Context: an optimization exercise on an open-source flow, tuned for a short achievable clock period and few clock cycles per item. The choices shown serve that exercise and are no tape-out recipe.
The clock port is modelled as an ideal driver; clocking choices that lean on that would not hold on a real chip.
Power and IR drop assume default switching activity.

// risc_processor
module risc_processor (
    input clk,
    input reset,
    output [7:0] imem_addr,
    input  [7:0] imem_data,
    output reg [7:0] result,   
    output reg result_valid
    );
    reg [7:0] pcn;             
    reg [7:0] ia;              
    reg [7:0] rf [0:3];
    reg [7:0] mem [0:15];
    reg        if_valid;       
    reg [3:0]  if_rsh, if_rth; 
    reg [7:0]  if_ra, if_rb;   
    reg        if_ua, if_ub;   
    reg        if_wa, if_wb;   
    reg        if_fa, if_fb;   
    reg        if_add, if_sub, if_and, if_or, if_ld, if_st;
    reg [3:0]  if_we;          
    reg [3:0]  t_p0, t_g0, t_y00, t_y10;
    reg        ex_valid;
    reg [3:0]  ex_we;          
    reg        ex_wres;        
    reg [15:0] ex_sth;         
    reg        ex_stf;         
    reg [3:0]  wb_we;          
    reg [7:0]  last;           
    reg [7:0]  fw;             
    reg [7:0]  fwn;            
    reg [3:0]  fwml, fwmu;     
    reg        wb_wres;        
    reg        wb_valid;
    reg [7:0]  p0, p1, g0, g1; 
    reg [7:0]  y00, y01;       
    reg [7:0]  y10, y11;       
    reg        cin;
    reg [15:0] ex_lah;         
    reg        ex_sfa;         
    reg [7:0]  ex_sd;          
    assign imem_addr = ia;
    wire       pcn_wrap = (pcn[3:0] == 4'h0);
    wire [7:0] pcn_next = {pcn_wrap ? pcn[7:4] - 4'd1 : pcn[7:4], pcn[3:0] - 4'd1};
    wire [3:0] f_we = if_we;
    wire f_fwa = if_fa;
    wire f_fwb = if_fb;
    wire [7:0] ra = ({8{if_wa}} & ~fwn) | ({8{if_ua}} & if_ra);
    wire [7:0] rb = ({8{if_wb}} & ~fwn) | ({8{if_ub}} & if_rb);
    function [3:0] fwd1(input [3:0] t, input fa, input fb);
        reg [3:0] u;
        begin
            u = fa ? {t[3:2], t[3:2]} : t;
            fwd1 = fb ? {u[3], u[3], u[1], u[1]} : u;
        end
    endfunction
    wire [3:0] t_p1  = fwd1(t_p0, f_fwa, f_fwb);
    wire [3:0] t_g1  = fwd1(t_g0, f_fwa, f_fwb);
    wire [3:0] t_y01 = fwd1(t_y00, f_fwa, f_fwb);
  ...
Size in the first run: roughly 1800 cells after synthesis, ~370 flip-flops.
==> flow/config.mk <==
export PLATFORM = sky130hd
export DESIGN_NAME = risc_processor
export DESIGN_NICKNAME = risc_processor
export VERILOG_FILES = /design/flow/design.v
export SDC_FILE = /design/flow/constraint.sdc
export NUM_CORES = 4
export LEC_CHECK = 0
export ABC_CLOCK_PERIOD_IN_PS = 1500
export CAP_MARGIN = 20
export CORE_MARGIN = 2
export CORE_UTILIZATION = 40
export PLACE_DENSITY = 0.8
export SETUP_SLACK_MARGIN = 2.5
export SLEW_MARGIN = 20
==> flow/constraint.sdc <==
create_clock -name core_clock -period 4.0 [get_ports {clk}]
set_input_delay 0.8000 -clock core_clock [delete_from_list [all_inputs] [get_ports {clk}]]
set_output_delay 0.8000 -clock core_clock [all_outputs]
set_load 0.01 [all_outputs]
standard.sh (not shown) runs the stock make flow with config.mk's settings and CLKGATE_MAP_FILE= SYNTH_SCRIPT=/design/flow/synth_recipe.tcl, a recipe that flattens the netlist after the stock synthesis.
==> flow/flow/run.sh <==
#!/bin/bash
set -euo pipefail
W=$(pwd)
cat > "$W/own_synth.tcl" <<EOT
proc extract_fa {args} { puts "own flow: extract_fa skipped" }
proc abc {args} {
  set i [lsearch \$args -script]
  set args [lreplace \$args [expr {\$i+1}] [expr {\$i+1}] $W/flow/abc_fast.script]
  puts "own flow: abc -script [lindex \$args [expr {\$i+1}]]"
  yosys abc {*}\$args
}
source $W/synth_recipe.tcl
EOT
sed -e "s#/synth_recipe.tcl#/own_synth.tcl#" \
    -e "s#^make \(.*\) \"\${@:-finish}\"#make \1 POST_CTS_TCL=$W/flow/post_cts.tcl \"\${@:-finish}\"#" \
    standard.sh > own_standard.sh
grep -q own_synth.tcl own_standard.sh
grep -q POST_CTS_TCL own_standard.sh
bash own_standard.sh finish > flow_make.log 2>&1
test -s out/final.def
==> flow/flow/abc_fast.script <==
strash
&get -n
&st
&dch
&nf
&st
&syn2
&if -g -K 6
&synch2
&nf
&put
strash
dch -f
map -D 1
buffer -c
topo
stime -c
upsize -c
dnsize -c
==> flow/flow/post_cts.tcl <==
set block [ord::get_db_block]
set root [$block findInst clkbuf_0_clk]
if {$root == "NULL"} {
  puts "own flow: no root clock buffer clkbuf_0_clk; clock tree kept"
} else {
  set innet [[$root findITerm A] getNet]
  set onet [[$root findITerm X] getNet]
  set loads {}
  foreach it [$onet getITerms] {
    if {[$it getInst] != $root} { lappend loads $it }
  }
  if {[llength $loads] > 4 || [llength [$innet getITerms]] != 1 || [llength [$innet getBTerms]] != 1} {
    puts "own flow: root clock buffer drives [llength $loads] pins; clock tree kept"
  } else {
    foreach it $loads {
      puts "own flow: clock port now drives [[$it getInst] getName]"
      $it disconnect
      $it connect $innet
    }
    [$root findITerm A] disconnect
    [$root findITerm X] disconnect
    odb::dbInst_destroy $root
    odb::dbNet_destroy $onet
    estimate_parasitics -placement
    report_clock_latency
    repair_timing_helper
    detailed_placement
    check_placement -verbose
    estimate_parasitics -placement
    report_clock_latency
  }
}
The first run completed without violations.
Next try:
--- a/flow/config.mk
+++ b/flow/config.mk
@@ -10,4 +10,3 @@
 export CORE_MARGIN = 2
-export CORE_UTILIZATION = 40
-export PLACE_DENSITY = 0.8
+export CORE_UTILIZATION = 60
 export SETUP_SLACK_MARGIN = 2.5
Power is lower by 5.1%. Via count is lower by 6.9%. Setup slack gets better by 0.20 ns. Die area is lower by 33%. Fmax is higher by 11%. Final area is lower by 5.4%. Sequential share of layout area is higher by 2.3 points.
Next try:
--- a/flow/config.mk
+++ b/flow/config.mk
@@ -10,3 +10,3 @@
 export CORE_MARGIN = 2
-export CORE_UTILIZATION = 60
+export CORE_UTILIZATION = 40
 export SETUP_SLACK_MARGIN = 2.5
Register-to-register slack stays flat.
Setup slack barely changes.
Sequential share of layout area shrinks by 0.67 points.
Worst hold slack gets better by 0.0038 ns.
Area after synthesis is unchanged.
Clock skew hardly moves.
Combinational power shrinks by about 6%.
Fmax hardly moves.
Routed wire length shrinks by 1.3%.
No functional check of the RTL was part of any run of this note.

-- re-timing with driven ports --
No port has a modelled driver above. Below, the same layouts with a new extraction and two added sets of constraints. Step 1 (the two cells are an assumption about what drives the block):
set clk [get_ports {clk}]
set_driving_cell -lib_cell sky130_fd_sc_hd__clkbuf_16 $clk
set_driving_cell -lib_cell sky130_fd_sc_hd__buf_2 [delete_from_list [all_inputs] $clk]
Step 2 moves the port delays by t, midway between the first and last clock arrival at a register: inputs arrive t later, outputs are due t later. That takes back most of the time a late clock gives input paths. Three values: ideal ports, drivers, drivers and shift; two values: the first two.
run | t (ns) | setup WS [ns] | hold WS [ns] | worst setup path after step 2
the first run | 0.488 | 2.051 / 2.051 / 2.051 | 0.346 / 0.346 / 0.346 | register to register
the second run | 0.453 | 2.251 / 2.234 / 2.217 | 0.349 / 0.349 / 0.349 | input to register
the third run | 0.484 | 2.253 / 2.190 / 2.189 | 0.352 / 0.352 / 0.352 | input, reset recovery
After both steps setup and hold are still met in every run listed. The setup slack of the third run, which loses most, moves by -0.063 ns with the drivers and by -0.064 ns with both steps. Setup slack includes reset recovery checks.
